What follows belongs to an exercise in optimizing a design on an open flow for small area, a short achievable clock period and few clock cycles; a production flow would make more cautious choices. At most, simulation tests tie the RTL to the original design; equivalence was not proved. For runs 5 to 7, only the layout was checked, not whether the RTL still works.

File: design/flow/design.v
module fir_single_chan (
  input clk,
  input rst,
  output logic [15:0] data_addr_rd_o,
  output logic [15:0] data_addr_wr_o,
  input  logic [15:0] data_din_i,
  output logic [15:0] data_dout_o,
  output logic        data_we_o,
  output logic        done_intr
);
logic [15:0] x0, x1;
logic [16:0] s0, s1;
always_ff @(posedge clk) begin
  x0 <= data_din_i;
  x1 <= x0;
  s0 <= {x0[15], x0} + {x1[15], x1};
  s1 <= s0;
end
logic [17:0] p;
logic [18:0] v[0:4];
always_ff @(posedge clk) begin
  p <= {s0[16], s0} + {s1[16], s1};
  v[0] <= {{2{s0[16]}}, s0} + {p[17], p};
  for (int i = 1; i < 5; i++) v[i] <= v[i-1];
end
logic [19:0] pa, pb;
logic [18:0] pc;
always_ff @(posedge clk) begin
  pa <= {v[0][18], v[0]} + {v[4][18], v[4]};
  pb <= {v[1][18], v[1]} + {v[3][18], v[3]};
end
assign pc = v[3];   
logic cs_s1, cs_c2;
logic cs_s3, cs_c4;
logic cs_s5, cs_c6;
logic cs_s7, cs_c8;
logic cs_s9, cs_c10;
logic cs_s11, cs_c12;
logic cs_s13, cs_c14;
logic cs_s15, cs_c16;
logic cs_s17, cs_c18;
logic cs_s19, cs_c20;
logic cs_s21, cs_c22;
logic cs_s23, cs_c24;
logic cs_s25, cs_c26;
logic cs_s27, cs_c28;
logic cs_s29, cs_c30;
logic cs_s31, cs_c32;
logic cs_s33, cs_c34;
logic cs_s35, cs_c36;
logic cs_s37, cs_c38;
logic cs_s39, cs_c40;
logic cs_s41, cs_c42;
logic cs_s43, cs_c44;
logic cs_s45, cs_c46;
logic cs_s47, cs_c48;
logic cs_s49, cs_c50;
logic cs_s51, cs_c52;
logic cs_s53, cs_c54;
logic cs_s55, cs_c56;
logic cs_s57, cs_c58;
logic cs_s59, cs_c60;
logic cs_s61, cs_c62;
logic cs_s63, cs_c64;
logic cs_s65, cs_c66;
logic cs_s67, cs_c68;
logic cs_s69, cs_c70;
logic cs_s71, cs_c72;
logic cs_s73, cs_c74;
logic cs_s75, cs_c76;
logic cs_s77, cs_c78;
logic cs_s79, cs_c80;
logic cs_s81, cs_c82;
logic cs_s83, cs_c84;
logic cs_s85, cs_c86;
logic cs_s87, cs_c88;
logic cs_s89, cs_c90;
logic cs_s91, cs_c92;
logic cs_s93, cs_c94;
logic cs_s95, cs_c96;
logic cs_s97, cs_c98;
logic cs_s99, cs_c100;
logic cs_s101, cs_c102;
logic cs_s103, cs_c104;
logic cs_s105, cs_c106;
logic cs_s107, cs_c108;
logic cs_s109, cs_c110;
logic cs_s111, cs_c112;
logic cs_s113, cs_c114;
logic cs_s115, cs_c116;
logic cs_s117, cs_c118;
logic cs_s119, cs_c120;
logic cs_s121, cs_c122;
logic cs_s123, cs_c124;
logic cs_s125, cs_c126;
logic cs_s127, cs_c128;
logic cs_s129, cs_c130;
logic cs_s131, cs_c132;
logic cs_s133, cs_c134;
logic cs_s135, cs_c136;
logic cs_s137, cs_c138;
logic cs_s139, cs_c140;
logic cs_s141, cs_c142;
logic cs_s143, cs_c144;
logic cs_s145, cs_c146;
logic cs_s147, cs_c148;
logic cs_s149, cs_c150;
logic cs_s151, cs_c152;
logic cs_s153, cs_c154;
logic cs_s155, cs_c156;
logic cs_r157;
logic cs_r158;
logic cs_r159;
logic cs_r160;
logic cs_r161;
logic cs_r162;
logic cs_r163;
logic cs_r164;
logic cs_r165;
logic cs_r166;
logic cs_r167;
logic cs_r168;
logic cs_r169;
logic cs_r170;
logic cs_r171;
logic cs_r172;
logic cs_r173;
logic cs_r174;
logic cs_r175;
logic cs_r176;
logic cs_r177;
logic cs_r178;
logic cs_r179;
logic cs_r180;
logic cs_r181;
logic cs_r182;
logic cs_r183;
logic cs_r184;
logic cs_r185;
logic cs_r186;
logic cs_r187;
logic cs_r188;
logic cs_r189;
logic cs_r190;
logic cs_r191;
logic cs_r192;
logic cs_r193;
logic cs_r194;
logic cs_r195;
logic cs_r196;
logic cs_r197;
logic cs_r198;
logic cs_r199;
logic cs_r200;
logic cs_r201;
logic cs_r202;
logic cs_r203;
assign cs_s1 = pa[15] ^ ~pa[18];
assign cs_c2 = pa[15] & ~pa[18];
assign cs_s3 = pa[0] ^ ~pa[3] ^ pb[0];
assign cs_c4 = (pa[0] & ~pa[3]) | (pa[0] & pb[0]) | (~pa[3] & pb[0]);
assign cs_s5 = pa[1] ^ ~pa[4] ^ pb[1];
assign cs_c6 = (pa[1] & ~pa[4]) | (pa[1] & pb[1]) | (~pa[4] & pb[1]);
assign cs_s7 = pb[3] ^ pc[1];
assign cs_c8 = pb[3] & pc[1];
assign cs_s9 = pa[2] ^ ~pa[5] ^ pb[2];
assign cs_c10 = (pa[2] & ~pa[5]) | (pa[2] & pb[2]) | (~pa[5] & pb[2]);
assign cs_s11 = pb[4] ^ pc[2] ^ pc[5];
assign cs_c12 = (pb[4] & pc[2]) | (pb[4] & pc[5]) | (pc[2] & pc[5]);
assign cs_s13 = pa[3] ^ ~pa[6] ^ pb[3];
assign cs_c14 = (pa[3] & ~pa[6]) | (pa[3] & pb[3]) | (~pa[6] & pb[3]);
assign cs_s15 = pb[5] ^ pc[3] ^ pc[6];
assign cs_c16 = (pb[5] & pc[3]) | (pb[5] & pc[6]) | (pc[3] & pc[6]);
assign cs_s17 = pa[4] ^ ~pa[7] ^ pb[4];
assign cs_c18 = (pa[4] & ~pa[7]) | (pa[4] & pb[4]) | (~pa[7] & pb[4]);
assign cs_s19 = pb[6] ^ pc[4] ^ pc[7];
assign cs_c20 = (pb[6] & pc[4]) | (pb[6] & pc[7]) | (pc[4] & pc[7]);
assign cs_s21 = pa[5] ^ ~pa[8] ^ pb[5];
assign cs_c22 = (pa[5] & ~pa[8]) | (pa[5] & pb[5]) | (~pa[8] & pb[5]);
assign cs_s23 = pb[7] ^ pc[5] ^ pc[8];
assign cs_c24 = (pb[7] & pc[5]) | (pb[7] & pc[8]) | (pc[5] & pc[8]);
assign cs_s25 = pa[6] ^ ~pa[9] ^ pb[6];
assign cs_c26 = (pa[6] & ~pa[9]) | (pa[6] & pb[6]) | (~pa[9] & pb[6]);
assign cs_s27 = pb[8] ^ pc[6] ^ pc[9];
assign cs_c28 = (pb[8] & pc[6]) | (pb[8] & pc[9]) | (pc[6] & pc[9]);
assign cs_s29 = pa[7] ^ ~pa[10] ^ pb[7];
assign cs_c30 = (pa[7] & ~pa[10]) | (pa[7] & pb[7]) | (~pa[10] & pb[7]);
assign cs_s31 = pb[9] ^ pc[7] ^ pc[10];
assign cs_c32 = (pb[9] & pc[7]) | (pb[9] & pc[10]) | (pc[7] & pc[10]);
assign cs_s33 = pa[8] ^ ~pa[11] ^ pb[8];
assign cs_c34 = (pa[8] & ~pa[11]) | (pa[8] & pb[8]) | (~pa[11] & pb[8]);
assign cs_s35 = pb[10] ^ pc[8] ^ pc[11];
assign cs_c36 = (pb[10] & pc[8]) | (pb[10] & pc[11]) | (pc[8] & pc[11]);
assign cs_s37 = pa[9] ^ ~pa[12] ^ pb[9];
assign cs_c38 = (pa[9] & ~pa[12]) | (pa[9] & pb[9]) | (~pa[12] & pb[9]);
assign cs_s39 = pb[11] ^ pc[9] ^ pc[12];
assign cs_c40 = (pb[11] & pc[9]) | (pb[11] & pc[12]) | (pc[9] & pc[12]);
assign cs_s41 = pa[10] ^ ~pa[13] ^ pb[10];
assign cs_c42 = (pa[10] & ~pa[13]) | (pa[10] & pb[10]) | (~pa[13] & pb[10]);
assign cs_s43 = pb[12] ^ pc[10] ^ pc[13];
assign cs_c44 = (pb[12] & pc[10]) | (pb[12] & pc[13]) | (pc[10] & pc[13]);
assign cs_s45 = pa[11] ^ ~pa[14] ^ pb[11];
assign cs_c46 = (pa[11] & ~pa[14]) | (pa[11] & pb[11]) | (~pa[14] & pb[11]);
assign cs_s47 = pb[13] ^ pc[11] ^ pc[14];
assign cs_c48 = (pb[13] & pc[11]) | (pb[13] & pc[14]) | (pc[11] & pc[14]);
assign cs_s49 = pa[12] ^ ~pa[15] ^ pb[12];
assign cs_c50 = (pa[12] & ~pa[15]) | (pa[12] & pb[12]) | (~pa[15] & pb[12]);
assign cs_s51 = pb[14] ^ pc[12] ^ pc[15];
assign cs_c52 = (pb[14] & pc[12]) | (pb[14] & pc[15]) | (pc[12] & pc[15]);
assign cs_s53 = pa[13] ^ ~pa[16] ^ pb[13];
assign cs_c54 = (pa[13] & ~pa[16]) | (pa[13] & pb[13]) | (~pa[16] & pb[13]);
assign cs_s55 = pb[15] ^ pc[13] ^ pc[16];
assign cs_c56 = (pb[15] & pc[13]) | (pb[15] & pc[16]) | (pc[13] & pc[16]);
assign cs_s57 = pa[14] ^ ~pa[17] ^ pb[14];
assign cs_c58 = (pa[14] & ~pa[17]) | (pa[14] & pb[14]) | (~pa[17] & pb[14]);
assign cs_s59 = pb[16] ^ pc[14] ^ pc[17];
assign cs_c60 = (pb[16] & pc[14]) | (pb[16] & pc[17]) | (pc[14] & pc[17]);
assign cs_s61 = cs_s1 ^ pb[15] ^ pb[17];
assign cs_c62 = (cs_s1 & pb[15]) | (cs_s1 & pb[17]) | (pb[15] & pb[17]);
assign cs_s63 = pc[15] ^ ~pc[18] ^ 1'b1;
assign cs_c64 = (pc[15] & ~pc[18]) | (pc[15] & 1'b1) | (~pc[18] & 1'b1);
assign cs_s65 = pa[16] ^ pa[19] ^ pb[16];
assign cs_c66 = (pa[16] & pa[19]) | (pa[16] & pb[16]) | (pa[19] & pb[16]);
assign cs_s67 = pb[18] ^ pc[16] ^ cs_c2;
assign cs_c68 = (pb[18] & pc[16]) | (pb[18] & cs_c2) | (pc[16] & cs_c2);
assign cs_s69 = pa[17] ^ pb[17] ^ ~pb[19];
assign cs_c70 = (pa[17] & pb[17]) | (pa[17] & ~pb[19]) | (pb[17] & ~pb[19]);
assign cs_s71 = cs_s3 ^ pb[2];
assign cs_c72 = cs_s3 & pb[2];
assign cs_s73 = cs_s5 ^ cs_s7 ^ pc[4];
assign cs_c74 = (cs_s5 & cs_s7) | (cs_s5 & pc[4]) | (cs_s7 & pc[4]);
assign cs_s75 = cs_s9 ^ cs_s11 ^ cs_c6;
assign cs_c76 = (cs_s9 & cs_s11) | (cs_s9 & cs_c6) | (cs_s11 & cs_c6);
assign cs_s77 = cs_s13 ^ cs_s15 ^ cs_c10;
assign cs_c78 = (cs_s13 & cs_s15) | (cs_s13 & cs_c10) | (cs_s15 & cs_c10);
assign cs_s79 = cs_s17 ^ cs_s19 ^ cs_c14;
assign cs_c80 = (cs_s17 & cs_s19) | (cs_s17 & cs_c14) | (cs_s19 & cs_c14);
assign cs_s81 = cs_s21 ^ cs_s23 ^ cs_c18;
assign cs_c82 = (cs_s21 & cs_s23) | (cs_s21 & cs_c18) | (cs_s23 & cs_c18);
assign cs_s83 = cs_s25 ^ cs_s27 ^ cs_c22;
assign cs_c84 = (cs_s25 & cs_s27) | (cs_s25 & cs_c22) | (cs_s27 & cs_c22);
assign cs_s85 = cs_s29 ^ cs_s31 ^ cs_c26;
assign cs_c86 = (cs_s29 & cs_s31) | (cs_s29 & cs_c26) | (cs_s31 & cs_c26);
assign cs_s87 = cs_s33 ^ cs_s35 ^ cs_c30;
assign cs_c88 = (cs_s33 & cs_s35) | (cs_s33 & cs_c30) | (cs_s35 & cs_c30);
assign cs_s89 = cs_s37 ^ cs_s39 ^ cs_c34;
assign cs_c90 = (cs_s37 & cs_s39) | (cs_s37 & cs_c34) | (cs_s39 & cs_c34);
assign cs_s91 = cs_s41 ^ cs_s43 ^ cs_c38;
assign cs_c92 = (cs_s41 & cs_s43) | (cs_s41 & cs_c38) | (cs_s43 & cs_c38);
assign cs_s93 = cs_s45 ^ cs_s47 ^ cs_c42;
assign cs_c94 = (cs_s45 & cs_s47) | (cs_s45 & cs_c42) | (cs_s47 & cs_c42);
assign cs_s95 = cs_s49 ^ cs_s51 ^ cs_c46;
assign cs_c96 = (cs_s49 & cs_s51) | (cs_s49 & cs_c46) | (cs_s51 & cs_c46);
assign cs_s97 = cs_s53 ^ cs_s55 ^ cs_c50;
assign cs_c98 = (cs_s53 & cs_s55) | (cs_s53 & cs_c50) | (cs_s55 & cs_c50);
assign cs_s99 = cs_s57 ^ cs_s59 ^ cs_c54;
assign cs_c100 = (cs_s57 & cs_s59) | (cs_s57 & cs_c54) | (cs_s59 & cs_c54);
assign cs_s101 = cs_s61 ^ cs_s63 ^ cs_c58;
assign cs_c102 = (cs_s61 & cs_s63) | (cs_s61 & cs_c58) | (cs_s63 & cs_c58);
assign cs_s103 = cs_s65 ^ cs_s67 ^ cs_c62;
assign cs_c104 = (cs_s65 & cs_s67) | (cs_s65 & cs_c62) | (cs_s67 & cs_c62);
assign cs_s105 = cs_s69 ^ pc[17] ^ cs_c66;
assign cs_c106 = (cs_s69 & pc[17]) | (cs_s69 & cs_c66) | (pc[17] & cs_c66);
assign cs_s107 = pa[18] ^ pb[18] ^ ~pc[18];
assign cs_c108 = (pa[18] & pb[18]) | (pa[18] & ~pc[18]) | (pb[18] & ~pc[18]);
assign cs_s109 = ~pa[19] ^ ~pb[19];
assign cs_c110 = ~pa[19] & ~pb[19];
assign cs_s111 = ~pa[0] ^ pc[0];
assign cs_c112 = ~pa[0] & pc[0];
assign cs_s113 = ~pa[1] ^ pb[0] ^ pc[1];
assign cs_c114 = (~pa[1] & pb[0]) | (~pa[1] & pc[1]) | (pb[0] & pc[1]);
assign cs_s115 = ~pa[2] ^ pb[1] ^ pc[2];
assign cs_c116 = (~pa[2] & pb[1]) | (~pa[2] & pc[2]) | (pb[1] & pc[2]);
assign cs_s117 = cs_s71 ^ pc[0] ^ pc[3];
assign cs_c118 = (cs_s71 & pc[0]) | (cs_s71 & pc[3]) | (pc[0] & pc[3]);
assign cs_s119 = cs_s73 ^ cs_c4 ^ cs_c72;
assign cs_c120 = (cs_s73 & cs_c4) | (cs_s73 & cs_c72) | (cs_c4 & cs_c72);
assign cs_s121 = cs_s75 ^ cs_c8 ^ cs_c74;
assign cs_c122 = (cs_s75 & cs_c8) | (cs_s75 & cs_c74) | (cs_c8 & cs_c74);
assign cs_s123 = cs_s77 ^ cs_c12 ^ cs_c76;
assign cs_c124 = (cs_s77 & cs_c12) | (cs_s77 & cs_c76) | (cs_c12 & cs_c76);
assign cs_s125 = cs_s79 ^ cs_c16 ^ cs_c78;
assign cs_c126 = (cs_s79 & cs_c16) | (cs_s79 & cs_c78) | (cs_c16 & cs_c78);
assign cs_s127 = cs_s81 ^ cs_c20 ^ cs_c80;
assign cs_c128 = (cs_s81 & cs_c20) | (cs_s81 & cs_c80) | (cs_c20 & cs_c80);
assign cs_s129 = cs_s83 ^ cs_c24 ^ cs_c82;
assign cs_c130 = (cs_s83 & cs_c24) | (cs_s83 & cs_c82) | (cs_c24 & cs_c82);
assign cs_s131 = cs_s85 ^ cs_c28 ^ cs_c84;
assign cs_c132 = (cs_s85 & cs_c28) | (cs_s85 & cs_c84) | (cs_c28 & cs_c84);
assign cs_s133 = cs_s87 ^ cs_c32 ^ cs_c86;
assign cs_c134 = (cs_s87 & cs_c32) | (cs_s87 & cs_c86) | (cs_c32 & cs_c86);
assign cs_s135 = cs_s89 ^ cs_c36 ^ cs_c88;
assign cs_c136 = (cs_s89 & cs_c36) | (cs_s89 & cs_c88) | (cs_c36 & cs_c88);
assign cs_s137 = cs_s91 ^ cs_c40 ^ cs_c90;
assign cs_c138 = (cs_s91 & cs_c40) | (cs_s91 & cs_c90) | (cs_c40 & cs_c90);
assign cs_s139 = cs_s93 ^ cs_c44 ^ cs_c92;
assign cs_c140 = (cs_s93 & cs_c44) | (cs_s93 & cs_c92) | (cs_c44 & cs_c92);
assign cs_s141 = cs_s95 ^ cs_c48 ^ cs_c94;
assign cs_c142 = (cs_s95 & cs_c48) | (cs_s95 & cs_c94) | (cs_c48 & cs_c94);
assign cs_s143 = cs_s97 ^ cs_c52 ^ cs_c96;
assign cs_c144 = (cs_s97 & cs_c52) | (cs_s97 & cs_c96) | (cs_c52 & cs_c96);
assign cs_s145 = cs_s99 ^ cs_c56 ^ cs_c98;
assign cs_c146 = (cs_s99 & cs_c56) | (cs_s99 & cs_c98) | (cs_c56 & cs_c98);
assign cs_s147 = cs_s101 ^ cs_c60 ^ cs_c100;
assign cs_c148 = (cs_s101 & cs_c60) | (cs_s101 & cs_c100) | (cs_c60 & cs_c100);
assign cs_s149 = cs_s103 ^ cs_c64 ^ cs_c102;
assign cs_c150 = (cs_s103 & cs_c64) | (cs_s103 & cs_c102) | (cs_c64 & cs_c102);
assign cs_s151 = cs_s105 ^ cs_c68 ^ cs_c104;
assign cs_c152 = (cs_s105 & cs_c68) | (cs_s105 & cs_c104) | (cs_c68 & cs_c104);
assign cs_s153 = cs_s107 ^ cs_c70 ^ cs_c106;
assign cs_c154 = (cs_s107 & cs_c70) | (cs_s107 & cs_c106) | (cs_c70 & cs_c106);
assign cs_s155 = cs_s109 ^ 1'b1 ^ cs_c108;
assign cs_c156 = (cs_s109 & 1'b1) | (cs_s109 & cs_c108) | (1'b1 & cs_c108);
always_ff @(posedge clk) begin
  cs_r157 <= cs_s111;
  cs_r158 <= cs_s113;
  cs_r159 <= cs_c112;
  cs_r160 <= cs_s115;
  cs_r161 <= cs_c114;
  cs_r162 <= cs_s117;
  cs_r163 <= cs_c116;
  cs_r164 <= cs_s119;
  cs_r165 <= cs_c118;
  cs_r166 <= cs_s121;
  cs_r167 <= cs_c120;
  cs_r168 <= cs_s123;
  cs_r169 <= cs_c122;
  cs_r170 <= cs_s125;
  cs_r171 <= cs_c124;
  cs_r172 <= cs_s127;
  cs_r173 <= cs_c126;
  cs_r174 <= cs_s129;
  cs_r175 <= cs_c128;
  cs_r176 <= cs_s131;
  cs_r177 <= cs_c130;
  cs_r178 <= cs_s133;
  cs_r179 <= cs_c132;
  cs_r180 <= cs_s135;
  cs_r181 <= cs_c134;
  cs_r182 <= cs_s137;
  cs_r183 <= cs_c136;
  cs_r184 <= cs_s139;
  cs_r185 <= cs_c138;
  cs_r186 <= cs_s141;
  cs_r187 <= cs_c140;
  cs_r188 <= cs_s143;
  cs_r189 <= cs_c142;
  cs_r190 <= cs_s145;
  cs_r191 <= cs_c144;
  cs_r192 <= cs_s147;
  cs_r193 <= cs_c146;
  cs_r194 <= cs_s149;
  cs_r195 <= cs_c148;
  cs_r196 <= cs_s151;
  cs_r197 <= cs_c150;
  cs_r198 <= cs_s153;
  cs_r199 <= cs_c152;
  cs_r200 <= cs_s155;
  cs_r201 <= cs_c154;
  cs_r202 <= cs_c110;
  cs_r203 <= cs_c156;
end
logic [23:0] sum_a, sum_b, sum;
assign sum_a = {cs_r202, cs_r200, cs_r198, cs_r196, cs_r194, cs_r192, cs_r190, cs_r188, cs_r186, cs_r184, cs_r182, cs_r180, cs_r178, cs_r176, cs_r174, cs_r172, cs_r170, cs_r168, cs_r166, cs_r164, cs_r162, cs_r160, cs_r158, cs_r157};
assign sum_b = {cs_r203, cs_r201, cs_r199, cs_r197, cs_r195, cs_r193, cs_r191, cs_r189, cs_r187, cs_r185, cs_r183, cs_r181, cs_r179, cs_r177, cs_r175, cs_r173, cs_r171, cs_r169, cs_r167, cs_r165, cs_r163, cs_r161, cs_r159, 1'b1};
assign sum = sum_a + sum_b;
always_ff @(posedge clk) data_dout_o <= sum[23:8];
logic start;
assign start = (data_addr_rd_o == 16'd14);
always_ff @(posedge clk) begin
  if (rst) begin
    data_addr_rd_o <= 16'd1;
    data_addr_wr_o <= 16'hffff;
    data_we_o <= 1'b0;
    done_intr <= 1'b0;
  end else begin
    data_addr_rd_o <= data_addr_rd_o + 16'd1;
    if (done_intr) begin
      data_we_o <= 1'b0;
    end else if (data_we_o | start) begin
      data_we_o <= 1'b1;
      data_addr_wr_o <= data_addr_wr_o + 16'd1;
      if (data_addr_wr_o == 16'hfffe) done_intr <= 1'b1;
    end
  end
end
endmodule
File: design/flow/flow/run.sh
#!/bin/bash
# Own layout flow: the standard ORFS flow (standard.sh, standard synthesis), with the
# ports buffered by plain buffers instead of the delay cells buffer_ports picks by default,
# and sizing not held to the cells' footprints. Each tool's output goes to a log here.
set -uo pipefail
bash standard.sh \
  'BUFFER_PORTS_ARGS=-buffer_cell sky130_fd_sc_hd__buf_4' \
  MATCH_CELL_FOOTPRINT=0 \
  finish > flow_make.log 2>&1
status=$?
cp -r orfs/logs flow_logs 2>/dev/null || true
exit $status
File: design/flow/standard.sh
#!/bin/bash
# synth_recipe.tcl (not shown) runs the flow's synth.tcl, then flattens the netlist and writes it again
# the make line also repeats each setting of config.mk as NAME=value (left out here)
make -C /OpenROAD-flow-scripts/flow DESIGN_CONFIG=/design/flow/config.mk WORK_HOME=/design/flow/orfs CLKGATE_MAP_FILE= SYNTH_SCRIPT=/design/flow/synth_recipe.tcl "${@:-finish}"
File: design/flow/config.mk
export PLATFORM = sky130hd
export DESIGN_NAME = fir_single_chan
export DESIGN_NICKNAME = fir_single_chan
export VERILOG_FILES = /design/flow/design.v
export SDC_FILE = /design/flow/constraint.sdc
export NUM_CORES = 4
export LEC_CHECK = 0
export CAP_MARGIN = 20
export CORE_MARGIN = 2
export CORE_UTILIZATION = 40
export PLACE_DENSITY = 0.6
export SETUP_SLACK_MARGIN = 3.0
export SLEW_MARGIN = 20
File: design/flow/constraint.sdc
create_clock -name core_clock -period 5.5 [get_ports {clk}]
set_input_delay 1.1000 -clock core_clock [delete_from_list [all_inputs] [get_ports {clk}]]
set_output_delay 1.1000 -clock core_clock [all_outputs]
set_load 0.01 [all_outputs]
==> results of run 1 <==
[layout by cell type (no fill, tap or decap), drive strengths merged, types with 3 or more instances in the layout]
master   instances
a211oi           9
a21boi           4
a21o            38
a21oi           67
a31oi           13
and2             3
and3            12
and4             5
buf             69
bufinv           4
clkbuf          49
clkinv          10
dfxtp          316
fa              76
ha             122
inv            161
mux2i            3
nand2           44
nand2b          22
nand3           26
nand4           10
nor2            62
nor2b           14
nor3            24
nor3b            3
nor4             5
o2111ai          3
o211ai           6
o21a            23
o21ai           55
o21bai           8
o22ai            3
o31ai            5
or3              9
xnor2           66
xor2            42
[critical path: stages (launching register included)]
cell	delay [ps]
dfxtp_2	350
ha_1	290
a21o_1	170
a21oi_2	200
o21ai_0	140
a31oi_2	350
o21ai_0	180
mux2i_1	140
or4_1	510
[layout make-up]
class / instances / share of cell area [%]
clock buffers: 49 / 6.44
clock inverters: 16 / 1.16
inverters: 160 / 3.67
multi-input cells: 816 / 43.4
flip-flops and latches: 316 / 38.7
well taps: 455 / 3.48
repair buffers: 69 / 3.17
[metal layers]
| layer | track usage [%] | part of all wire [%] |
|---|---|---|
| met4 | 4.83 | 2.4 |
| met1 | 17.2 | 49 |
| met3 | 2.72 | 4.0 |
| met5 | 0 | 0 |
| met2 | 21.2 | 44 |
[flip-flops by register name, indices dropped and copies added, names as in the netlist, 16 cells and up]
name / cells
pa: 20
s1: 17
data_dout_o: 16
data_addr_rd_o: 16
x0: 16
data_addr_wr_o: 16
p: 18
x1: 16
v: 95
s0: 17
pb: 20
[how the worst max path moves through the flow]
| stage | start | cells after the start | endpoint | slack [ps] |
|---|---|---|---|---|
| floorplan | v[3][1]$_DFF_P_ | 8 | pb[15]$_DFF_P_ | 3150 |
| global placement | v[3][1]$_DFF_P_ | 8 | pb[15]$_DFF_P_ | 2850 |
| global route | v[3][1]$_DFF_P_ | 8 | pb[15]$_DFF_P_ | 2900 |
| CTS | v[3][1]$_DFF_P_ | 8 | pb[15]$_DFF_P_ | 2930 |
| detailed placement | v[3][1]$_DFF_P_ | 8 | pb[15]$_DFF_P_ | 2800 |
| finish | v[3][1]$_DFF_P_ | 8 | pb[15]$_DFF_P_ | 3040 |
[metrics by stage]
stage	hold WS, ps	cells	cell area [um^2]	setup slack (ps)	util (%)
detailed placement	312	1814	15000	2800	43.5
global route	327	1881	16400	2900	47.5
floorplan	310	1304	14000	3150	-
global placement	310	1814	15000	2850	43.5
finish	325	1881	16400	3040	47.5
CTS	325	1879	16300	2930	47.2
[logic make-up after synthesis]
family / Yosys count / synth area share, %
muxes: 3 / 0.215
xor gates and xnor gates: 108 / 6.77
DFF: 316 / 45.2
buffers and inverters: 172 / 4.67
and+or+nand+nor: 249 / 9.24
AOI/OAI and AO/OA: 258 / 12.1
adders and majority gates: 198 / 21.8
[repair_timing]
action                     in CTS  in global routing
hold endpoints to repair        0                  0
pin swaps                       0                  6
resized for setup               2                 25
buffers inserted                0                  2
setup endpoints to repair       3                 29
==> flow_summary.toml, run 1 <==
[final_layout]
nFillCells = 3192
drive_above_1_share_pct = 11.6
diodes = 0
seq_area_um2 = 6330
multi_input_area_um2 = 7090
final_nets = 1616
area_delta_synth_final_pct = 17.0

[setup_path]
rrSetupSlack_ps = 3040
reg2reg_depth = 8
crit_path_start_kind = "register"
r2r-start = "v[3][1]$_DFF_P_"
r2r-end = "pb[15]$_DFF_P_"
worst-path-max-fanout = 5
cp.arrival_ps = 2850
crit_required_ps = 5890
critPathKind = "reg2reg"
worstSetupEndpointType = "register"

[run]
cap_violations = 0

[timing]
slew_violations = 0
fin_crit_ps = 2460
hold_viol_final = 0
rsz0062_at_grt = "true"
skew_ps = 20.1
max_slew_margin_pct = 61.6
period_share_pct = 44.7
finalSetupViolCount = 0
fin_tns_setup_ps = 0
tightest_slew_ps = 570
timing.fmax_mhz = 407

[route]
via_per_inst = 4.68
drc_errors = 0
vias = 8796
routed_wl_um = 23200
drt-wirelength-per-cell_um = 12.3
firstDrtPassIters = 4
drt_first_iter_violations = 288
ant_nets = 0

[floorplan]
initial_core_util_pct = 40.6
die_area_um2 = 36500
core_um2 = 34500
die_x_um = 191
die_h_um = 191
num_rows = 68
ioPinCount = 68

[status]
outcome = "finished clean"

[placement]
port_buffers = 67
hpwl_um = 17400
gp_congestion = 0.788

[synthesis]
synthDistinctLibCells = 63
synth_edf_count = 0
post-synth-top-count-cell = "dfxtp_1"
seq_area_frac_synth_pct = 45.2
ys.flop_type = "dfxtp_1"
yosys.area.top_type = "dfxtp_1"
synth.area.top_cells = "dfxtp_1, ha_1, fa_1, inv_1, xnor2_1"
yosysWarnings = 2
synth_nets = 1520
synth_top_area_share_pct = 45.2
synth_common_cells = "dfxtp_1, inv_1, ha_1"
netlist_instances = 1304
ys_ff_latch = 316
synth_area_um2 = 14000
avgSynthCellArea_um2 = 10.7
ys_async_sr_fraction_pct = 0

[cts]
clkSinkCount = 316
cts_max_path_buffers = 3
hold_buffers = 0
cts_max_level = 2
clk_pin_slew_worst_paths_ps = 60
root_buffer = "clkbuf_16"
clk-insertion-delay-late_ps = 530
cts_made_buffers = 37
cts_tree = "built"

[global_route]
grt_pass1_wl_um = 39500
grt_antenna_before_repair = 0
grt_use_total_pct = 13.1
grt_max_degree = 35
grt_pass1_vias = 8808
grt_overflow = 0

[min_path]
min_path_type = "reg2reg"
hold_path_depth = 0
whs_endpoint = "v[3][5]$_DFF_P_"
hold_start = "v[2][5]$_DFF_P_"

[power_and_ir_drop]
Testbench counts, summed over its fixed seeds: cycles 262,200.
==> inputs of run 2 (changes only) <==
--- a/design/flow/config.mk
+++ b/design/flow/config.mk
@@ -11,3 +11,3 @@
 export PLACE_DENSITY = 0.6
-export SETUP_SLACK_MARGIN = 3.0
+export SETUP_SLACK_MARGIN = 3.2
 export SLEW_MARGIN = 20
==> flow_summary.toml, run 2 <==
[status]
outcome = "finished clean"

[floorplan]
die_area_um2 = 36500
ioPinCount = 68
num_rows = 68
die_h_um = 191
initial_core_util_pct = 40.6
die_x_um = 191
core_um2 = 34500

[route]
vias = 8868
ant_nets = 0
drt_first_iter_violations = 412
via_per_inst = 4.68
drc_errors = 0
routed_wl_um = 23500
drt-wirelength-per-cell_um = 12.4
firstDrtPassIters = 4

[setup_path]
r2r-end = "cs_r192$_DFF_P_"
r2r-start = "pa[18]$_DFF_P_"
cp-startpoint = "pa[18]$_DFF_P_"
worst-path-max-fanout = 2
critPathKind = "reg2reg"
reg2reg_depth = 7
path_buf_inv = 3
crit_path_start_kind = "register"
path_cells = "inv_4, ha_4, inv_1, fa_1, inv_2, fa_1, fa_1"
worstSetupEndpointType = "register"
rrSetupSlack_ps = 3230
critPathSlowestCell = "fa_1"
max_stage_delay_ps = 540
cp.arrival_ps = 2640
worst_path_most_repeated_cell = "fa_1"
crit_family = "adder cells"
cp_num_cells = 7
cp-endpoint = "cs_r192$_DFF_P_"
crit_required_ps = 5870

[final_layout]
final_cell_mix = "dfxtp_1, inv_1, ha_1, buf_4, fa_1"
largest_reg_flops = 95
final_cells = 1896
largest_registers = "v x95, pa x20, pb x20"
final_nets = 1632
diodes = 0
layout_commonest_cell = "dfxtp_1"
drive_above_1_share_pct = 15.3
area_delta_synth_final_pct = 18.9
fin_area_um2 = 16600
final_util_pct = 48.2
regMostFlops = "v"

[synthesis]
synth.area.top_cells = "dfxtp_1, ha_1, fa_1, inv_1, xnor2_1"
ys.flop_type = "dfxtp_1"
ys_ff_latch = 316
synth_common_cells = "dfxtp_1, inv_1, ha_1"
yosysWarnings = 2
seq_area_frac_synth_pct = 45.2
netlist_instances = 1304
synth_nets = 1520
synth_top_area_share_pct = 45.2
avgSynthCellArea_um2 = 10.7
yosys.area.top_type = "dfxtp_1"
ys_async_sr_fraction_pct = 0
synth_area_um2 = 14000
synthDistinctLibCells = 63
post-synth-top-count-cell = "dfxtp_1"
synth_edf_count = 0

[placement]
place_inst = 1814
postPlaceCellArea_um2 = 15000
port_buffers = 67
gp_congestion = 0.806
hpwl_um = 17400
preCtsSetupSlack_ps = 2940

[run]
cap_violations = 0

[timing]
fin_tns_setup_ps = 0
period_share_pct = 41.2
hold_viol_final = 0
finalSetupViolCount = 0
skew_ps = 7.87
slew_violations = 0
tightest_slew_ps = 389
fin_crit_ps = 2270
rsz0062_at_grt = "true"
timing.fmax_mhz = 441
max_slew_margin_pct = 73.4
fin_ws_ps = 3230

[global_route]
grt_overflow = 0
grt_max_degree = 35
grt_pass1_vias = 8787
grt-busiest-layer = "met2"
met2_usage_pct = 21.5
grt_pass1_wl_um = 39600
grt_use_total_pct = 13.0
grtUsageMet1_pct = 17.3
grt_antenna_before_repair = 0
grt.met3_usage_pct = 2.35

[cts]
cts_tree = "built"
cts_max_level = 2
clkSinkCount = 316
cts_max_path_buffers = 3
clk-insertion-delay-late_ps = 500
root_buffer = "clkbuf_16"
cts_made_buffers = 35
clk_pin_slew_worst_paths_ps = 60

[min_path]
min_path_type = "reg2reg"
[run 2: cell type report]
class	instances	area, um^2
Inverter	160	603
Tap cell	455	569
Sequential cell	316	6340
Clock buffer	54	1080
Multi-Input combinational cell	816	7290
Fill cell	3132	17800
Timing Repair Buffer	87	653
Clock inverter	8	90.1
[run 2: worst min path at each step]
stage | startpoint | end | slack (ps) | cells past startpoint
6_report | v[2][13]$_DFF_P_ | v[3][13]$_DFF_P_ | 320 | 0
5_1_grt | v[2][4]$_DFF_P_ | v[3][4]$_DFF_P_ | 330 | 0
4_1_cts | v[2][4]$_DFF_P_ | v[3][4]$_DFF_P_ | 330 | 0
3_5_place_dp | v[2][18]$_DFF_P_ | v[3][18]$_DFF_P_ | 310 | 0
3_3_place_gp | v[2][18]$_DFF_P_ | v[3][18]$_DFF_P_ | 310 | 0
2_1_floorplan | v[2][0]$_DFF_P_ | v[3][0]$_DFF_P_ | 310 | 0
[run 2: kinds of logic after synthesis]
group	after synthesis	synth area share (%)
flops	316	45.2
compound gates	258	12.1
simple gates	249	9.24
fa+ha+maj	198	21.8
buf+inv	172	4.67
xor+xnor	108	6.77
mux	3	0.215
[run 2: routing by layer]
layer  vias to the layer above  wire, um
li1                       4639         -
met1                      4028     11500
met2                       151     10500
met3                        50       876
met4                         0       619
met5                         -         0
[run 2: through the flow]
stage               hold WS (ps)
global placement             310
floorplan                    310
global route                 329
finish                       325
detailed placement           312
CTS                          326
[run 2: what timing repair did]
item / 4_1_cts / 5_1_grt
endpoints found under the setup margin: 35 / 45
setup buffers: 5 / 15
resized for setup: 27 / 55
pin swaps: 11 / 37
hold buffers: 0 / 0
==> inputs of run 3 (changes only) <==
--- a/design/flow/config.mk
+++ b/design/flow/config.mk
@@ -10,2 +10,5 @@
 export CORE_UTILIZATION = 40
+export CTS_BUF_LIST = sky130_fd_sc_hd__clkbuf_16
+export CTS_CLUSTER_DIAMETER = 120
+export CTS_CLUSTER_SIZE = 30
 export PLACE_DENSITY = 0.6
==> flow_summary.toml, run 3 <==
[min_path]
hold_path_depth = 0
min_path_type = "reg2reg"

[route]
vias = 8678
routed_wl_um = 23000
drc_errors = 0
via_per_inst = 4.68
ant_nets = 0
firstDrtPassIters = 4
drt-wirelength-per-cell_um = 12.4
drt_first_iter_violations = 303

[synthesis]
ys.flop_type = "dfxtp_1"
synth_nets = 1520
ys_async_sr_fraction_pct = 0
post-synth-top-count-cell = "dfxtp_1"
synth_edf_count = 0
ys_ff_latch = 316
synth_top_area_share_pct = 45.2
synth_area_um2 = 14000
avgSynthCellArea_um2 = 10.7
synth.area.top_cells = "dfxtp_1, ha_1, fa_1, inv_1, xnor2_1"
netlist_instances = 1304
yosysWarnings = 2
synth_common_cells = "dfxtp_1, inv_1, ha_1"
yosys.area.top_type = "dfxtp_1"
synthDistinctLibCells = 63
seq_area_frac_synth_pct = 45.2

[status]
outcome = "finished clean"

[floorplan]
die_area_um2 = 36500
die_h_um = 191
initial_core_util_pct = 40.6
num_rows = 68
die_x_um = 191
ioPinCount = 68
core_um2 = 34500

[cts]
cts_made_buffers = 14
cts_max_path_buffers = 3
root_buffer = "clkbuf_16"
clk-insertion-delay-late_ps = 510
clkSinkCount = 316
cts_max_level = 1
clk_pin_slew_worst_paths_ps = 110
cts_tree = "built"

[placement]
gp_congestion = 0.806
hpwl_um = 17400
postPlaceCellArea_um2 = 15000
port_buffers = 67

[timing]
rsz0062_at_grt = "true"
hold_viol_final = 0
fin_tns_setup_ps = 0
timing.fmax_mhz = 434
max_slew_margin_pct = 73.2
period_share_pct = 41.9
tightest_slew_ps = 391
finalSetupViolCount = 0
skew_ps = 20.0
slew_violations = 0
fin_crit_ps = 2300

[final_layout]
regMostFlops = "v"
final_nets = 1615
seq_area_um2 = 6350
layout_commonest_cell = "dfxtp_1"
area_delta_synth_final_pct = 14.0
diodes = 0
largest_registers = "v x95, pa x20, pb x20"
fin_area_um2 = 15900
nFillCells = 3205
drive_above_1_share_pct = 14.0
multi_input_area_um2 = 7320
final_cell_mix = "dfxtp_1, inv_1, ha_1, buf_4, fa_1"
largest_reg_flops = 95

[global_route]
grt_max_degree = 35
grt_pass1_wl_um = 38800
grt_overflow = 0
grt_antenna_before_repair = 0
grt_use_total_pct = 12.7
grt_pass1_vias = 8556

[setup_path]
critPathKind = "reg2reg"
worstSetupEndpointType = "register"
path_cells = "inv_4, ha_4, inv_1, fa_2, inv_2, fa_1, fa_1"
worst-path-max-fanout = 2
cp.arrival_ps = 2680
reg2reg_depth = 7
critPathSlowestCell = "fa_1"
worst_path_most_repeated_cell = "fa_1"
max_stage_delay_ps = 540
crit_path_start_kind = "register"
crit_required_ps = 5880

[run]
cap_violations = 0
==> run 3: area by class of cell <==
cell class / count / area share (%)
tap: 455 / 3.57
inverter: 160 / 3.78
clock inverter: 2 / 0.259
multi-input combinational: 816 / 45.9
timing repair buffer: 91 / 4.29
clock buffer: 15 / 2.35
sequential: 316 / 39.9
==> run 3: repair_timing <==
action	4_1_cts	5_1_grt
setup endpoints to repair	36	48
hold buffers	0	0
buffers inserted	6	18
pin swaps	11	41
gates resized for setup	30	71
==> run 3: final timing paths <==
path                          from               end  slack [ps]
setup reg to reg    pa[18]$_DFF_P_   cs_r192$_DFF_P_        3200
hold reg to reg   v[2][12]$_DFF_P_  v[3][12]$_DFF_P_         330
setup / recovery    pa[18]$_DFF_P_   cs_r192$_DFF_P_        3200
hold / removal    v[2][12]$_DFF_P_  v[3][12]$_DFF_P_         330
==> run 3: critical path: cells and delay by family (launching register included) <==
| kind | cells | cell delay, ps |
|---|---|---|
| flip-flops | 1 | 350 |
| buffers and inverters | 3 | 130 |
| adder cells (fa/ha/maj) | 4 | 1710 |
==> run 3: stage by stage <==
stage | hold slack (ps) | worst slack, ps | std cells | util (%)
finish | 333 | 3200 | 1855 | 46.3
global route | 334 | 3120 | 1855 | 46.3
CTS | 335 | 3160 | 1837 | 45.2
global placement | 310 | 3010 | 1814 | 43.6
floorplan | 310 | 3230 | 1304 | -
detailed placement | 312 | 2940 | 1814 | 43.6
==> run 3: layer usage <==
layer | routed length (um) | vias up | track usage (%)
li1 | - | 4580 | -
met1 | 11600 | 3965 | 17.3
met2 | 10300 | 109 | 21.3
met3 | 692 | 24 | 1.89
met4 | 368 | 0 | 3.04
met5 | 0 | - | 0
==> run 3: logic make-up after synthesis <==
kind of cell	after synthesis	synth area share, %
AO/OA/AOI/OAI	258	12.1
adder cells (fa/ha/maj)	198	21.8
buffers and inverters	172	4.67
multiplexers	3	0.215
AND/OR/NAND/NOR	249	9.24
XOR/XNOR	108	6.77
flip-flops	316	45.2
==> inputs of run 4 (changes only) <==
--- a/design/flow/config.mk
+++ b/design/flow/config.mk
@@ -9,7 +9,7 @@
 export CORE_MARGIN = 2
-export CORE_UTILIZATION = 40
+export CORE_UTILIZATION = 60
 export CTS_BUF_LIST = sky130_fd_sc_hd__clkbuf_16
-export CTS_CLUSTER_DIAMETER = 120
-export CTS_CLUSTER_SIZE = 30
-export PLACE_DENSITY = 0.6
+export CTS_CLUSTER_DIAMETER = 100
+export CTS_CLUSTER_SIZE = 22
+export PLACE_DENSITY = 0.75
 export SETUP_SLACK_MARGIN = 3.2
==> flow_summary.toml, run 4 <==
[floorplan]
die_area_um2 = 24500
initial_core_util_pct = 61.4
core_um2 = 22800
ioPinCount = 68
die_h_um = 157
die_x_um = 157
num_rows = 55

[cts]
cts_made_buffers = 18
root_buffer = "clkbuf_16"
clkSinkCount = 316
cts_max_level = 1
cts_max_path_buffers = 3
hold_buffers = 0
clk-insertion-delay-late_ps = 510
clk_pin_slew_worst_paths_ps = 80
cts_tree = "built"

[timing]
fin_crit_ps = 2280
skew_ps = 14.9
timing.fmax_mhz = 438
fin_ws_ps = 3220
max_slew_margin_pct = 57.4
finalSetupViolCount = 0
rsz0062_at_grt = "true"
hold_viol_final = 0
period_share_pct = 41.5
fin_tns_setup_ps = 0
tightest_slew_ps = 633
slew_violations = 0

[synthesis]
ys_ff_latch = 316
avgSynthCellArea_um2 = 10.7
synth_nets = 1520
yosysWarnings = 2
seq_area_frac_synth_pct = 45.2
yosys.area.top_type = "dfxtp_1"
post-synth-top-count-cell = "dfxtp_1"
synth_area_um2 = 14000
netlist_instances = 1304
synth_common_cells = "dfxtp_1, inv_1, ha_1"
ys.flop_type = "dfxtp_1"
synthDistinctLibCells = 63
synth_edf_count = 0
synth.area.top_cells = "dfxtp_1, ha_1, fa_1, inv_1, xnor2_1"
synth_top_area_share_pct = 45.2
ys_async_sr_fraction_pct = 0

[route]
firstDrtPassIters = 4
vias = 8991
drc_errors = 0
routed_wl_um = 23000
ant_nets = 0
drt_first_iter_violations = 423
via_per_inst = 5.24
drt-wirelength-per-cell_um = 13.4

[global_route]
grt_pass1_vias = 8803
grt_pass1_wl_um = 38300
grt_overflow = 0
grt_use_total_pct = 18.8
grt_antenna_before_repair = 0
grt_max_degree = 35

[setup_path]
cp.arrival_ps = 2710
worst-path-max-fanout = 4
critPathKind = "reg2reg"
rrSetupSlack_ps = 3220
crit_path_start_kind = "register"
worstSetupEndpointType = "register"
crit_required_ps = 5930

[final_layout]
largest_reg_flops = 95
drive_above_1_share_pct = 13.5
area_delta_synth_final_pct = 12.9
largest_registers = "v x95, pa x20, pb x20"
final_util_pct = 69.3
layout_commonest_cell = "dfxtp_1"
final_cell_mix = "dfxtp_1, inv_1, ha_1, buf_4, fa_1"
regMostFlops = "v"
final_nets = 1619
diodes = 0

[run]
cap_violations = 0

[status]
outcome = "finished clean"

[placement]
hpwl_um = 17000
preCtsSetupSlack_ps = 2900
port_buffers = 67
gp_congestion = 0.860

[min_path]
min_path_type = "reg2reg"
[run 4: cell families (layout without fill, tap and decap cells)]
logic type | Yosys count | count (layout) | synth area share [%]
DFF | 316 | 316 | 45.2
xor gates and xnor gates | 108 | 108 | 6.77
buffers and inverters | 172 | 271 | 4.67
and+or+nand+nor | 249 | 249 | 9.24
muxes | 3 | 3 | 0.215
adders and majority gates | 198 | 198 | 21.8
AOI/OAI and AO/OA | 258 | 258 | 12.1
[run 4: metrics by stage]
stage / instance area, um^2 / instances / hold WS [ps]
after global placement: 14800 / 1672 / 310
after floorplan: 14000 / 1304 / 310
after detailed placement: 14800 / 1672 / 312
after CTS: 15500 / 1700 / 332
after global routing: 15800 / 1716 / 333
final: 15800 / 1716 / 329
[run 4: layout make-up]
| type | instances | area [um^2] |
|---|---|---|
| multi-input cells | 816 | 7270 |
| fillers | 1643 | 6990 |
| flip-flops and latches | 316 | 6350 |
| repair buffers | 91 | 683 |
| inverters | 160 | 601 |
| clock buffers | 19 | 475 |
| well taps | 313 | 392 |
| clock inverters | 1 | 16.3 |
[run 4: layer usage]
metal	wire [um]	GRT usage (%)	up-vias
li1	-	-	4586
met1	10600	23.5	4255
met2	11400	34.3	114
met3	569	2.19	36
met4	473	4.94	0
met5	0	0	-
[run 4: worst max-delay path, stage by stage (launching register included)]
cell	delay (ps)
dfxtp_1	310
ha_1	290
a211oi_2	230
o21a_1	220
nor3_4	80
o41ai_4	500
o221ai_2	230
a31oi_2	190
xnor2_1	150
[run 4: timing repair]
action	4_1_cts	5_1_grt
buffers inserted	8	16
pin swaps	14	36
endpoints found under the setup margin	34	46
resized for setup	29	59
[run 4: final timing paths]
check	start	end	depth (start not counted)
hold / removal	v[2][14]$_DFF_P_	v[3][14]$_DFF_P_	0
hold reg to reg	v[2][14]$_DFF_P_	v[3][14]$_DFF_P_	0
setup / recovery	cs_r158$_DFF_P_	data_dout_o[15]$_DFF_P_	8
setup reg to reg	cs_r158$_DFF_P_	data_dout_o[15]$_DFF_P_	8
==> inputs of run 5 (changes only) <==
--- a/design/flow/design.v
+++ b/design/flow/design.v
@@ -10,8 +10,7 @@
 );
-logic [15:0] x0, x1;
+logic [15:0] x1;
 logic [16:0] s0, s1;
 always_ff @(posedge clk) begin
-  x0 <= data_din_i;
-  x1 <= x0;
-  s0 <= {x0[15], x0} + {x1[15], x1};
+  x1 <= data_din_i;
+  s0 <= {data_din_i[15], data_din_i} + {x1[15], x1};
   s1 <= s0;
@@ -368,3 +367,3 @@
 logic start;
-assign start = (data_addr_rd_o == 16'd14);
+assign start = (data_addr_rd_o == 16'd13);
 always_ff @(posedge clk) begin
--- a/design/flow/config.mk
+++ b/design/flow/config.mk
@@ -9,3 +9,3 @@
 export CORE_MARGIN = 2
-export CORE_UTILIZATION = 60
+export CORE_UTILIZATION = 40
 export CTS_BUF_LIST = sky130_fd_sc_hd__clkbuf_16
@@ -13,3 +13,3 @@
 export CTS_CLUSTER_SIZE = 22
-export PLACE_DENSITY = 0.75
+export PLACE_DENSITY = 0.6
 export SETUP_SLACK_MARGIN = 3.2
==> flow_summary.toml, run 5 <==
[global_route]
grt_pass1_vias = 8623
grt_pass1_wl_um = 39000
grt_use_total_pct = 13.0
grt_overflow = 0
grt_max_degree = 35
grt_antenna_before_repair = 0

[setup_path]
max_stage_delay_ps = 390
worstSetupEndpointType = "register"
worst-path-max-fanout = 2
crit_required_ps = 5940
worst_path_most_repeated_cell = "buf_6"
critPathSlowestCell = "fa_2"
cp-startpoint = "v[3][0]$_DFF_P_"
critPathKind = "reg2reg"
crit_family = "buffers and inverters"
crit_path_start_kind = "register"
r2r-start = "v[3][0]$_DFF_P_"
cp.arrival_ps = 2900
path_buf_inv = 10
path_cells = "ha_4, fa_2, a211oi_2, buf_4, buf_6, buf_6, buf_4, buf_4, buf_4, buf_6, buf_6, buf_6, buf_6, o21bai_4, a21oi_2, xnor2_1"

[floorplan]
num_rows = 67
core_um2 = 33500
ioPinCount = 68
die_x_um = 189
die_area_um2 = 35600
die_h_um = 189
initial_core_util_pct = 40.7

[route]
drc_errors = 0
firstDrtPassIters = 5
drt_first_iter_violations = 411
vias = 8792
routed_wl_um = 23400
ant_nets = 0
via_per_inst = 4.75
drt-wirelength-per-cell_um = 12.6

[placement]
hpwl_um = 17300
preCtsSetupSlack_ps = 2350
gp_congestion = 0.841
postPlaceCellArea_um2 = 14800
port_buffers = 67
place_inst = 1797

[synthesis]
post-synth-top-count-cell = "dfxtp_1"
yosys.area.top_type = "dfxtp_1"
synthSimpleGateAreaFrac_pct = 8.89
ys_ff_latch = 300
ys.flop_type = "dfxtp_1"
synth-xor-area-share_pct = 6.81
synth_area_um2 = 13600
synth_edf_count = 0
synth.area.top_cells = "dfxtp_1, ha_1, fa_1, inv_1, xnor2_1"
synth_fa_ha_area_share_pct = 22.3
synth_top_family_by_area = "adder cells"
seq_area_frac_synth_pct = 44.0
netlist_instances = 1292
avgSynthCellArea_um2 = 10.6
ys_async_sr_fraction_pct = 0
synthDistinctLibCells = 57
synth_nets = 1508
synth_compound_area_share_pct = 13.2
yosysWarnings = 2
synth_mux_area_share_pct = 0.147
synth_top_area_share_pct = 44.0
synth_common_cells = "dfxtp_1, inv_1, ha_1"

[final_layout]
final_cells = 1852
multi_input_area_um2 = 7450
largest_registers = "v x95, pa x20, pb x20"
nFillCells = 3124
fin_area_um2 = 15900
regMostFlops = "v"
final_nets = 1620
seq_area_um2 = 6030
area_delta_synth_final_pct = 16.4
largest_reg_flops = 95
layout_commonest_cell = "dfxtp_1"
diodes = 0
final_util_pct = 47.3
drive_above_1_share_pct = 16.2
final_cell_mix = "dfxtp_1, inv_1, ha_1, buf_4, a21oi_1"

[timing]
fin_tns_setup_ps = 0
slew_violations = 0
rsz0062_at_grt = "true"
timing.fmax_mhz = 407
skew_ps = 14.5
fin_ws_ps = 3040
period_share_pct = 44.7
max_slew_margin_pct = 69.9
tightest_slew_ps = 449
hold_viol_final = 0
finalSetupViolCount = 0
fin_crit_ps = 2460

[cts]
clk-insertion-delay-late_ps = 500
root_buffer = "clkbuf_16"
clk_pin_slew_worst_paths_ps = 90
clkSinkCount = 300
cts_made_buffers = 17
cts_max_path_buffers = 3
cts_tree = "built"
cts_max_level = 1

[min_path]
hold_start = "v[2][9]$_DFF_P_"
min_path_type = "reg2reg"

[status]
outcome = "finished clean"

[run]
cap_violations = 0
[run 5: cell families after synthesis]
group | count (synthesis)
xor gates and xnor gates | 106
buffers and inverters | 167
adders and majority gates | 198
muxes | 2
and+or+nand+nor | 242
DFF | 300
AOI/OAI and AO/OA | 277
[run 5: timing repair]
action | CTS | global route
endpoints found under the setup margin | 30 | 47
pin swaps | 33 | 32
gates resized for setup | 30 | 68
buffers inserted | 26 | 10
hold buffers | 0 | 0
[run 5: final timing paths]
path / endpoint / slack (ps) / cells after the start
worst max-delay path: pb[6]$_DFF_P_ / 3040 / 16
worst min-delay path: v[3][9]$_DFF_P_ / 320 / 0
worst max register to register: pb[6]$_DFF_P_ / 3040 / 16
worst min register to register: v[3][9]$_DFF_P_ / 320 / 0
[run 5: per-layer routing]
| metal | GRT usage [%] | wire, um |
|---|---|---|
| met5 | 0 | 0 |
| met4 | 3.31 | 510 |
| met3 | 1.64 | 620 |
| met2 | 22.3 | 10800 |
| met1 | 17.3 | 11400 |
[run 5: through the flow]
stage / hold WS (ps)
6_report: 321
5_1_grt: 338
4_1_cts: 325
3_5_place_dp: 312
3_3_place_gp: 310
2_1_floorplan: 310
[run 5: layout make-up]
type	count	area share, %
multi-input cells	825	46.9
flip-flops and latches	300	38.0
repair buffers	103	5.06
inverters	157	3.71
well taps	448	3.53
clock buffers	17	2.68
clock inverters	2	0.0788
==> inputs of run 6 (changes only) <==
--- a/design/flow/design.v
+++ b/design/flow/design.v
@@ -11,3 +11,3 @@
 logic [15:0] x1;
-logic [16:0] s0, s1;
+logic [16:0] s0, s1, s2;
 always_ff @(posedge clk) begin
@@ -16,8 +16,7 @@
   s1 <= s0;
+  s2 <= s1;
 end
-logic [17:0] p;
 logic [18:0] v[0:4];
 always_ff @(posedge clk) begin
-  p <= {s0[16], s0} + {s1[16], s1};
-  v[0] <= {{2{s0[16]}}, s0} + {p[17], p};
+  v[0] <= {{2{s0[16]}}, s0} + {{2{s1[16]}}, s1} + {{2{s2[16]}}, s2};
   for (int i = 1; i < 5; i++) v[i] <= v[i-1];
--- a/design/flow/config.mk
+++ b/design/flow/config.mk
@@ -10,5 +10,2 @@
 export CORE_UTILIZATION = 40
-export CTS_BUF_LIST = sky130_fd_sc_hd__clkbuf_16
-export CTS_CLUSTER_DIAMETER = 100
-export CTS_CLUSTER_SIZE = 22
 export PLACE_DENSITY = 0.6
==> flow_summary.toml, run 6 <==
[synthesis]
post-synth-top-count-cell = "dfxtp_1"
synth_edf_count = 0
netlist_instances = 1138
yosys.area.top_type = "dfxtp_1"
ys_ff_latch = 299
synthDistinctLibCells = 64
synth_nets = 1352
ys.flop_type = "dfxtp_1"
seq_area_frac_synth_pct = 46.5
synth_area_um2 = 12900
synth_top_area_share_pct = 46.5
avgSynthCellArea_um2 = 11.3
ys_async_sr_fraction_pct = 0
yosysWarnings = 2
synth_common_cells = "dfxtp_1, inv_1, ha_1"
synth.area.top_cells = "dfxtp_1, fa_1, ha_1, inv_1, xnor2_1"

[floorplan]
die_h_um = 183
die_x_um = 183
ioPinCount = 68
die_area_um2 = 33600
initial_core_util_pct = 40.7
num_rows = 65
core_um2 = 31600

[setup_path]
worst-path-max-fanout = 2
critPathSlowestCell = "fa_1"
path_buf_inv = 0
max_stage_delay_ps = 520
crit_path_start_kind = "register"
r2r-start = "s2[2]$_DFF_P_"
critPathKind = "reg2reg"
path_cells = "fa_1, ha_1, a211o_1, a21oi_2, o21ai_2, a221oi_2, a21oi_2, o41a_1, a221oi_2"
cp.arrival_ps = 3340
crit_family = "compound AO/OA/AOI/OAI gates"
crit_required_ps = 5910
cp-startpoint = "s2[2]$_DFF_P_"
worstSetupEndpointType = "register"

[timing]
max_slew_margin_pct = 67.7
fin_crit_ps = 2930
finalSetupViolCount = 0
fin_tns_setup_ps = 0
worst_hold_slack_ps = 312
rsz0062_at_grt = "true"
tightest_slew_ps = 480
period_share_pct = 53.2
timing.fmax_mhz = 341
fin_ws_ps = 2570
slew_violations = 0
skew_ps = 25.4
hold_viol_final = 0

[min_path]
min_path_type = "reg2reg"
hold_start = "v[2][13]$_DFF_P_"

[placement]
preCtsSetupSlack_ps = 2330
port_buffers = 67
postPlaceCellArea_um2 = 14000
hpwl_um = 15800
gp_congestion = 0.805

[run]
cap_violations = 0

[route]
firstDrtPassIters = 4
wl_met2_um = 10300
drc_errors = 0
drt-wirelength-per-cell_um = 13.1
met1Wirelength_um = 10700
via_per_inst = 4.70
dr_wl_met3_um = 880
vias = 8016
drt_first_iter_violations = 308
ant_nets = 0
top_layer = "met4"
routed_wl_um = 22300

[global_route]
grt_antenna_before_repair = 0
grt_use_total_pct = 13.5
grt_max_degree = 35
grt_overflow = 0
grt_pass1_wl_um = 37600
grt_pass1_vias = 8223

[final_layout]
fin_area_um2 = 16000
layout_commonest_cell = "dfxtp_1"
multi_input_area_um2 = 6930
largest_registers = "v x95, pa x20, pb x20"
drive_above_1_share_pct = 20.9
diodes = 0
final_nets = 1492
nFillCells = 2775
largest_reg_flops = 95
regMostFlops = "v"
area_delta_synth_final_pct = 24.5
final_cell_mix = "dfxtp_1, inv_1, buf_4, fa_1, ha_1"
seq_area_um2 = 6010

[status]
outcome = "finished clean"

[cts]
cts_max_path_buffers = 3
clk-insertion-delay-late_ps = 510
cts_made_buffers = 34
root_buffer = "clkbuf_16"
clk_pin_slew_worst_paths_ps = 60
cts_max_level = 2
hold_buffers = 0
cts_tree = "built"
clkSinkCount = 299
run 6: cell count changes after synthesis, sizes merged, moves of 12 or more:
| cell | change |
|---|---|
| a21oi | -27 |
| a211oi | -13 |
| xnor2 | -12 |
| ha | -18 |
| o21ai | -14 |
| a21o | -13 |
| inv | -27 |
| fa | +16 |
run 6: kinds of logic after synthesis:
logic type | share of synthesized area [%]
flip-flops | 46.5
AND/OR/NAND/NOR | 8.10
AO/OA/AOI/OAI | 10.5
adder cells (fa/ha/maj) | 24.4
buffers and inverters | 4.00
XOR/XNOR | 6.39
multiplexers | 0.0777
run 6: path summary, 6_finish.rpt:
kind	endpoint	slack, ps	cells past startpoint
worst min register to register	v[3][13]$_DFF_P_	310	0
worst max-delay path	v[0][18]$_DFF_P_	2570	9
worst min-delay path	v[3][13]$_DFF_P_	310	0
worst max register to register	v[0][18]$_DFF_P_	2570	9
run 6: timing repair:
action	4_1_cts	5_1_grt
endpoints found under the setup margin	29	47
pin swaps	34	58
resized for setup	35	65
setup buffers	22	22
run 6: layer usage:
| layer | GRT usage [%] | vias to the layer above |
|---|---|---|
| met3 | 2.64 | 30 |
| met5 | 0 | - |
| met1 | 17.6 | 3776 |
| met2 | 22.5 | 109 |
| li1 | - | 4101 |
| met4 | 3.97 | 0 |
run 6: final cells by class:
type	count	share of cell area, %
clock buffers	45	6.01
clock inverters	17	1.52
inverters	130	3.05
multi-input cells	702	43.3
flip-flops and latches	299	37.5
well taps	402	3.14
repair buffers	111	5.51
run 6: stage by stage:
| stage | cells | util (%) |
|---|---|---|
| floorplan | 1138 | - |
| global placement | 1600 | 44.3 |
| detailed placement | 1600 | 44.3 |
| CTS | 1684 | 49.1 |
| global route | 1706 | 50.6 |
| finish | 1706 | 50.6 |
==> inputs of run 7 (changes only) <==
--- a/design/flow/config.mk
+++ b/design/flow/config.mk
@@ -11,3 +11,2 @@
 export PLACE_DENSITY = 0.6
-export SETUP_SLACK_MARGIN = 3.2
 export SLEW_MARGIN = 20
==> flow_summary.toml, run 7 <==
[status]
outcome = "finished clean"

[cts]
cts_made_buffers = 31
hold_buffers = 0
clkSinkCount = 299
root_buffer = "clkbuf_16"
clk_pin_slew_worst_paths_ps = 60
cts_setup_buffers = 0
cts_max_level = 1
cts_max_path_buffers = 3
clk-insertion-delay-late_ps = 550
post_cts_resize_count = 0
cts_tree = "built"

[final_layout]
final_nets = 1445
drive_above_1_share_pct = 10.7
area_delta_synth_final_pct = 16.2
largest_registers = "v x95, pa x20, pb x20"
seq_area_um2 = 5990
nFillCells = 2886
largest_reg_flops = 95
final_cell_mix = "dfxtp_1, inv_1, ha_1, fa_1, buf_4"
regMostFlops = "v"
multi_input_area_um2 = 6370
diodes = 0
layout_commonest_cell = "dfxtp_1"

[synthesis]
synth_area_um2 = 12900
synthDistinctLibCells = 64
netlist_instances = 1138
ys.flop_type = "dfxtp_1"
synth_common_cells = "dfxtp_1, inv_1, ha_1"
synth_nets = 1352
synth_top_area_share_pct = 46.5
seq_area_frac_synth_pct = 46.5
synth_edf_count = 0
ys_ff_latch = 299
synth.area.top_cells = "dfxtp_1, fa_1, ha_1, inv_1, xnor2_1"
yosysWarnings = 2
ys_async_sr_fraction_pct = 0
post-synth-top-count-cell = "dfxtp_1"
yosys.area.top_type = "dfxtp_1"
avgSynthCellArea_um2 = 11.3

[route]
firstDrtPassIters = 4
drt-wirelength-per-cell_um = 12.3
ant_nets = 0
drc_errors = 0
vias = 7759
drt_first_iter_violations = 221
routed_wl_um = 20400
via_per_inst = 4.68

[run]
cap_violations = 0

[timing]
slew_violations = 0
tightest_slew_ps = 553
period_share_pct = 54.7
rsz0062_at_grt = "false"
fin_tns_setup_ps = 0
skew_ps = 7.95
finalSetupViolCount = 0
fin_crit_ps = 3010
hold_viol_final = 0
max_slew_margin_pct = 62.9
timing.fmax_mhz = 333

[global_route]
grt_max_degree = 35
grt_use_total_pct = 12.5
grt_pass1_vias = 7678
grt_pass1_wl_um = 35200
grt_overflow = 0
grt_antenna_before_repair = 0

[floorplan]
core_um2 = 31600
initial_core_util_pct = 40.7
ioPinCount = 68
die_area_um2 = 33600
die_h_um = 183
die_x_um = 183
num_rows = 65

[setup_path]
crit_required_ps = 5960
cp.arrival_ps = 3460
worstSetupEndpointType = "register"
worst-path-max-fanout = 3
crit_path_start_kind = "register"
critPathKind = "reg2reg"

[placement]
port_buffers = 67
hpwl_um = 15500
gp_congestion = 0.833

[min_path]
min_path_type = "reg2reg"
run 7: routing by layer:
layer  up-vias  wire (um)  track usage (%)
met5         -          0                0
met4         0        487             3.36
met3        31        776             2.24
met2       114       8730             20.1
met1      3603      10400             17.3
li1       4011          -                -
run 7: logic make-up after synthesis:
kind of cell               share of synthesized area [%]
DFF                                                 46.5
and+or+nand+nor                                     8.10
AOI/OAI and AO/OA                                   10.5
adders and majority gates                           24.4
buffers and inverters                               4.00
xor gates and xnor gates                            6.39
muxes                                             0.0777
run 7: per-stage QoR:
stage               hold slack (ps)  utilization (%)  worst slack (ps)  std cells  cell area (um^2)
finish                          324             47.3              2490       1658             15000
global route                    328             47.3              2310       1658             15000
CTS                             321             47.3              2470       1658             15000
detailed placement              312             43.8              1980       1600             13900
global placement                310             43.8              1990       1600             13900
floorplan                       310                -              2380       1138             12900
run 7: cell type report:
cell class	instances	share of cell area [%]
Timing Repair Buffer	67	3.36
Tap cell	402	3.36
Multi-Input combinational cell	702	42.6
Inverter	130	3.26
Clock inverter	15	1.29
Sequential cell	299	40.0
Clock buffer	43	6.15
run 7: final timing paths:
kind                            slack [ps]       startpoint                to  depth (start not counted)
worst max-delay path                  2490    s0[2]$_DFF_P_  v[0][18]$_DFF_P_                          9
worst min register to register         320  v[2][8]$_DFF_P_   v[3][8]$_DFF_P_                          0
worst min-delay path                   320  v[2][8]$_DFF_P_   v[3][8]$_DFF_P_                          0
worst max register to register        2490    s0[2]$_DFF_P_  v[0][18]$_DFF_P_                          9
run 7: worst max-delay path, stage by stage, from the launching register on:
cell	delay (ps)
dfxtp_1	320
fa_1	540
ha_1	350
a211o_1	300
a21oi_2	170
o21ai_2	90
a221oi_2	350
a21oi_1	160
o41a_1	370
a221oi_2	250

[afterwards: timing with drivers on the ports]
The results above use ideal ports. As a check the final layouts listed here were re-extracted and re-timed, cells and wires unchanged.
Step 1 sets driving cells, clkbuf_16 on the clock port and buf_2 on the other inputs (assumed; they add their load-dependent delay and slew).
Step 2, shift: input delay + t, output delay - t, t = (earliest + latest rising clock arrival at the registers) / 2. This alone moves slack from input paths to output paths.
a / b / c = ideal ports / drivers / drivers and shift; a / b = the first two.
| run | t, ns | setup WS [ns] | worst setup path after step 2 | slew at the worst register clock pin (ns) |
|---|---|---|---|---|
| run 1 | 0.559 | 3.041 / 3.041 / 3.041 | register to register | 0.06 / 0.06 |
| run 2 | 0.545 | 3.233 / 3.188 / 3.233 | register to register | 0.06 / 0.06 |
| run 3 | 0.544 | 3.197 / 3.197 / 3.197 | register to register | 0.11 / 0.11 |
| run 4 | 0.544 | 3.215 / 3.215 / 3.215 | register to register | 0.09 / 0.09 |
| run 5 | 0.544 | 3.042 / 3.042 / 2.537 | input to register | 0.09 / 0.09 |
| run 6 | 0.548 | 2.571 / 2.571 / 2.364 | input to register | 0.06 / 0.06 |
| run 7 | 0.595 | 2.494 / 2.494 / 1.924 | input to register | 0.06 / 0.06 |
After both steps every run listed still meets setup and hold. The setup slack of run 7, which loses most, moves by 0.000 ns with the drivers and by -0.570 ns with both steps.
